This design comes from an exercise in tuning for small area and a short achievable clock period on the open sky130 flow, not from production work. Where RTL was checked, it was by simulation tests only, not by an equivalence proof against the original. Power and IR drop assume default switching activity.

==> flow/design.v (excerpt) <==
module alu_top (
        input  logic        clk,
        input  logic [11:0] a_in,
        input  logic [11:0] b_in,
        input  logic        carry_in,
        input  logic [2:0]  func_code,
        output logic [11:0] a_out,
        output logic        carry_out,
        output logic        equ_out,
        output logic        overflow_out
    );
Size: about 300 cells after synthesis, ~44 I/O pins.
==> module alu_prep, before the edit <==
module alu_prep (
        input  logic [11:0] b_in,
        input  logic        carry_in,
        input  logic [2:0]  func_code,
        output logic [11:0] bx,
        output logic        cxn
    );
    wire sub;
    d_and3nnp ds (.a(func_code[2]), .b(func_code[1]), .c(func_code[0]), .y(sub));
    genvar i;
    generate
        for (i = 0; i < 12; i++) begin : bits
            c_xor2 x (.a(b_in[i]), .b(sub), .y(bx[i]));
        end
    endgenerate
    wire arith, cn, e;
    d_nor2 da (.a(func_code[2]), .b(func_code[1]), .y(arith));
    c_xnor2 xc (.a(carry_in), .b(sub), .y(cn));
    c_xor2 xe (.a(b_in[1]), .b(func_code[0]), .y(e));
    c_mux2 xm (.a0(e), .a1(cn), .s(arith), .y(cxn));
endmodule
==> module alu_dec, before the edit <==
module alu_dec (
        input  logic [2:0] func_code,
        input  logic [3:0] n,
        input  logic       e,
        output logic       sub,
        output logic       arith,
        output logic       add,
        output logic       tpn,
        output logic       tgn,
        output logic       tnn,
        output logic [3:0] s1,
        output logic [2:0] s2
    );
    wire [2:0] f = func_code;
    d_and3nnp  dsu (.a(f[2]), .b(f[1]), .c(f[0]), .y(sub));
    d_nor2     dar (.a(f[2]), .b(f[1]), .y(arith));
    d_nor3     dad (.a(f[2]), .b(f[1]), .c(f[0]), .y(add));
    d_or2np    dtp (.a(f[2]), .b(f[0]), .y(tpn));
    wire e10;
    c_xor2     dx10 (.a(f[1]), .b(f[0]), .y(e10));
    c_nand2    dtg (.a(f[2]), .b(e10), .y(tgn));
    c_nand3    dtn (.a(f[2]), .b(f[1]), .c(f[0]), .y(tnn));
    d_and4nnnp ds0 (.a(f[2]), .b(n[1]), .c(n[0]), .d(f[1]), .y(s1[0]));
    d_and4nnpp ds1 (.a(f[2]), .b(e), .c(f[1]), .d(n[0]), .y(s1[1]));
    d_and4nnpp ds2 (.a(f[2]), .b(n[0]), .c(f[1]), .d(n[1]), .y(s1[2]));
    d_and4nppp ds3 (.a(f[2]), .b(f[1]), .c(n[0]), .d(e), .y(s1[3]));
    alu_s2     ds2s (.func_code(f), .n(n), .s2(s2));
endmodule
==> module alu, before the edit <==
module alu (
        input logic [11:0] a_in,
        input logic [11:0] bx,
        input logic cxn,
        input logic [2:0] func_code,
        output logic [11:0] a_out,
        output logic carry_out,
        output logic equ_out,
        output logic overflow_out
    );
    localparam logic [12:0] CY_INV = 13'b1011001101001;
    wire sub, arith, add, tpn, tgn, tnn;
    wire [3:0] s1;
    wire [2:0] s2;
    alu_dec dec (
        .func_code(func_code), .n(bx[3:0]), .e(cxn), .sub(sub), .arith(arith), .add(add),
        .tpn(tpn), .tgn(tgn), .tnn(tnn), .s1(s1), .s2(s2)
    );
    wire [11:0] pn, gn, tn, s, t, u, v, r1, rn, rm, lg;
    wire [12:0] cy;
    genvar i;
    generate
        for (i = 0; i < 12; i++) begin : pg
            c_xnor2 hp (.a(a_in[i]), .b(bx[i]), .y(pn[i]));
            c_nand2 hg (.a(a_in[i]), .b(bx[i]), .y(gn[i]));
            c_nor2  ht (.a(a_in[i]), .b(bx[i]), .y(tn[i]));
        end
    endgenerate
    alu_carry carries (.gn(gn), .tn(tn), .cn(cxn), .cy(cy));
    c_xor2 sm0 (.a(pn[0]), .b(cy[0]), .y(s[0]));
    c_xnor2 sm1 (.a(pn[1]), .b(cy[1]), .y(s[1]));
    c_xnor2 sm2 (.a(pn[2]), .b(cy[2]), .y(s[2]));
    c_xor2 sm3 (.a(pn[3]), .b(cy[3]), .y(s[3]));
    c_xnor2 sm4 (.a(pn[4]), .b(cy[4]), .y(s[4]));
    c_xor2 sm5 (.a(pn[5]), .b(cy[5]), .y(s[5]));
    c_xor2 sm6 (.a(pn[6]), .b(cy[6]), .y(s[6]));
    c_xnor2 sm7 (.a(pn[7]), .b(cy[7]), .y(s[7]));
    c_xnor2 sm8 (.a(pn[8]), .b(cy[8]), .y(s[8]));
    c_xor2 sm9 (.a(pn[9]), .b(cy[9]), .y(s[9]));
    c_xor2 sm10 (.a(pn[10]), .b(cy[10]), .y(s[10]));
    c_xnor2 sm11 (.a(pn[11]), .b(cy[11]), .y(s[11]));
    generate
        for (i = 0; i < 12; i++) begin : outs
            c_aoi22 ru (.a1(s1[0]), .a2(a_in[i]), .b1(s1[1]), .b2(a_in[(i + 11) % 12]), .y(u[i]));
            c_aoi22 rv (.a1(s1[2]), .a2(a_in[(i + 10) % 12]), .b1(s1[3]), .b2(a_in[(i + 9) % 12]), .y(v[i]));
            c_nand2 r1o (.a(u[i]), .b(v[i]), .y(r1[i]));
            c_aoi22 r2a (.a1(s2[0]), .a2(r1[i]), .b1(s2[1]), .b2(r1[(i + 8) % 12]), .y(rn[i]));
            c_nand2 r2b (.a(s2[2]), .b(r1[(i + 4) % 12]), .y(rm[i]));
            c_oai222 lo (.a1(tpn), .a2(pn[i]), .b1(tgn), .b2(gn[i]), .c1(tnn), .c2(a_in[i]), .y(lg[i]));
            c_nand2 sg (.a(arith), .b(s[i]), .y(t[i]));
            c_nand4b o (.an(lg[i]), .b(t[i]), .c(rn[i]), .d(rm[i]), .y(a_out[i]));
        end
    endgenerate
    alu_equ eq (.pn(pn), .sub(sub), .equ(equ_out));
    wire ov0n, ov1n, addn, subn;
    c_nand2   ova (.a(arith), .b(tn[11]), .y(ov1n));
    d_or2np   ovb (.a(arith), .b(gn[11]), .y(ov0n));
    c_inv     cia (.a(add), .y(addn));
    c_inv     cis (.a(sub), .y(subn));
    c_mux2i   ovm (.a0(ov0n), .a1(ov1n), .s(cy[11]), .y(overflow_out));
    c_mux2i   com (.a0(addn), .a1(subn), .s(cy[12]), .y(carry_out));
endmodule
Settings: LEC_CHECK=0, CAP_MARGIN=20, CORE_MARGIN=2, CORE_UTILIZATION=40, SETUP_SLACK_MARGIN=2.0, SLEW_MARGIN=20, SYNTH_HIERARCHICAL=1; clock period 4.0 ns.
standard.sh (not shown) runs the stock make flow with config.mk's settings and CLKGATE_MAP_FILE= SYNTH_SCRIPT=/design/flow/synth_recipe.tcl, a recipe that flattens the netlist after the stock synthesis.
==> flow/flow/run.sh <==
#!/bin/bash
# Own layout flow: the standard ORFS flow (standard.sh) with the standard
# synthesis unchanged, and two changes to the layout steps:
#  - before floorplanning, flow/downsize.tcl removes synthesis's buffers and
#    sets each logic cell to its smallest size, for the repair steps to
#    upsize where timing needs it;
#  - the port buffers are plain buffers (BUF_CELL) instead of the delay
#    cells that buffer_ports picks by default.
# Each step's output goes to a log file in the work folder; ORFS's own logs
# stay under orfs/logs.
set -euo pipefail
HERE=$(cd "$(dirname "$0")" && pwd)
BUF_CELL=${BUF_CELL:-sky130_fd_sc_hd__buf_1}
bash standard.sh synth > synth.log 2>&1
bash standard.sh "PRE_FLOORPLAN_TCL=$HERE/downsize.tcl" \
  "BUFFER_PORTS_ARGS=-buffer_cell $BUF_CELL" finish > layout.log 2>&1
==> flow/flow/downsize.tcl <==
# Before floorplanning: remove the buffers that synthesis inserted and set
# every combinational cell to the smallest library cell of the same function.
# The repair steps of the flow then buffer and upsize what the clock period
# needs. Registers keep their cells.
remove_buffers
set n_changed 0
foreach inst [[ord::get_db_block] getInsts] {
  set m [[$inst getMaster] getName]
  if {![regexp {^(sky130_fd_sc_hd__[a-z0-9]+)_([0-9]+)$} $m -> base drv]} { continue }
  if {[regexp {df|dl|sdf|edf|clk|conb|tap|fill|decap} $base]} { continue }
  set best ""
  set best_area 1e9
  foreach lc [get_lib_cells ${base}_*] {
    set name [get_name $lc]
    if {![regexp "^${base}_\[0-9\]+\$" $name]} { continue }
    if {[get_property $lc dont_use]} { continue }
    set a [get_property $lc area]
    if {$a < $best_area} { set best $name; set best_area $a }
  }
  if {$best ne "" && $best ne $m} {
    replace_cell [get_cells [$inst getName]] [get_lib_cells $best]
    incr n_changed
  }
}
puts "downsize: $n_changed cells changed"
Next try:
--- a/flow/design.v
+++ b/flow/design.v
@@ -88,17 +88,13 @@
     genvar i;
     generate
         for (i = 0; i < 12; i++) begin : bits
             c_xor2 x (.a(b_in[i]), .b(sub), .y(bx[i]));
         end
     endgenerate
-    wire arith, cn, e;
-    d_nor2 da (.a(func_code[2]), .b(func_code[1]), .y(arith));
-    c_xnor2 xc (.a(carry_in), .b(sub), .y(cn));
-    c_xor2 xe (.a(b_in[1]), .b(func_code[0]), .y(e));
-    c_mux2 xm (.a0(e), .a1(cn), .s(arith), .y(cxn));
+    c_xnor2 xc (.a(carry_in), .b(sub), .y(cxn));
 endmodule
 module alu_s2 (
         input  logic [2:0] func_code,
         input  logic [3:0] n,
         output logic [2:0] s2
     );
@@ -121,13 +117,12 @@
     wire rot_zero = (q == 2'd3) & nz;
     assign s2 = (rot && !rot_zero) ? (3'b001 << q1) : 3'b000;
 endmodule
 module alu_dec (
         input  logic [2:0] func_code,
         input  logic [3:0] n,
-        input  logic       e,
         output logic       sub,
         output logic       arith,
         output logic       add,
         output logic       tpn,
         output logic       tgn,
         output logic       tnn,
@@ -140,12 +135,14 @@
     d_nor3     dad (.a(f[2]), .b(f[1]), .c(f[0]), .y(add));
     d_or2np    dtp (.a(f[2]), .b(f[0]), .y(tpn));
     wire e10;
     c_xor2     dx10 (.a(f[1]), .b(f[0]), .y(e10));
     c_nand2    dtg (.a(f[2]), .b(e10), .y(tgn));
     c_nand3    dtn (.a(f[2]), .b(f[1]), .c(f[0]), .y(tnn));
+    wire e;
+    c_xor2     dex (.a(n[1]), .b(f[0]), .y(e));
     d_and4nnnp ds0 (.a(f[2]), .b(n[1]), .c(n[0]), .d(f[1]), .y(s1[0]));
     d_and4nnpp ds1 (.a(f[2]), .b(e), .c(f[1]), .d(n[0]), .y(s1[1]));
     d_and4nnpp ds2 (.a(f[2]), .b(n[0]), .c(f[1]), .d(n[1]), .y(s1[2]));
     d_and4nppp ds3 (.a(f[2]), .b(f[1]), .c(n[0]), .d(e), .y(s1[3]));
     alu_s2     ds2s (.func_code(f), .n(n), .s2(s2));
 endmodule
@@ -262,13 +259,13 @@
     );
     localparam logic [12:0] CY_INV = 13'b1011001101001;
     wire sub, arith, add, tpn, tgn, tnn;
     wire [3:0] s1;
     wire [2:0] s2;
     alu_dec dec (
-        .func_code(func_code), .n(bx[3:0]), .e(cxn), .sub(sub), .arith(arith), .add(add),
+        .func_code(func_code), .n(bx[3:0]), .sub(sub), .arith(arith), .add(add),
         .tpn(tpn), .tgn(tgn), .tnn(tnn), .s1(s1), .s2(s2)
     );
     wire [11:0] pn, gn, tn, s, t, u, v, r1, rn, rm, lg;
     wire [12:0] cy;
     genvar i;
     generate
Outcome:
- cell area barely changes
- setup slack is worse by 0.020 ns
- sequential power hardly moves
- wire length goes down by 0.65%
- combinational power decreases by about 1%
- via count came out higher by 0.97%
Only the layout flow was run in the second run of this note; the RTL was not checked for function there.

[port drivers added, routing unchanged]
No port has a modelled driver above. Below, the same layouts with a new extraction and two added sets of constraints.
Step 1 assumes that a clkbuf_16 drives the clock port and a buf_2 every other input.
Step 2, shift: input delay + t, output delay - t, t = (earliest + latest rising clock arrival at the registers) / 2. This alone moves slack from input paths to output paths.
a / b / c = no drivers / after step 1 / after step 2; a / b = the first two.
| run | t (ns) | setup slack, ns | latest minus earliest clock arrival (ns) |
|---|---|---|---|
| the first run | 0.327 | 2.127 / 2.127 / 2.127 | 0.006 / 0.006 |
| the second run | 0.325 | 2.107 / 2.107 / 2.107 | 0.004 / 0.005 |
After both steps every run listed still meets setup and hold.
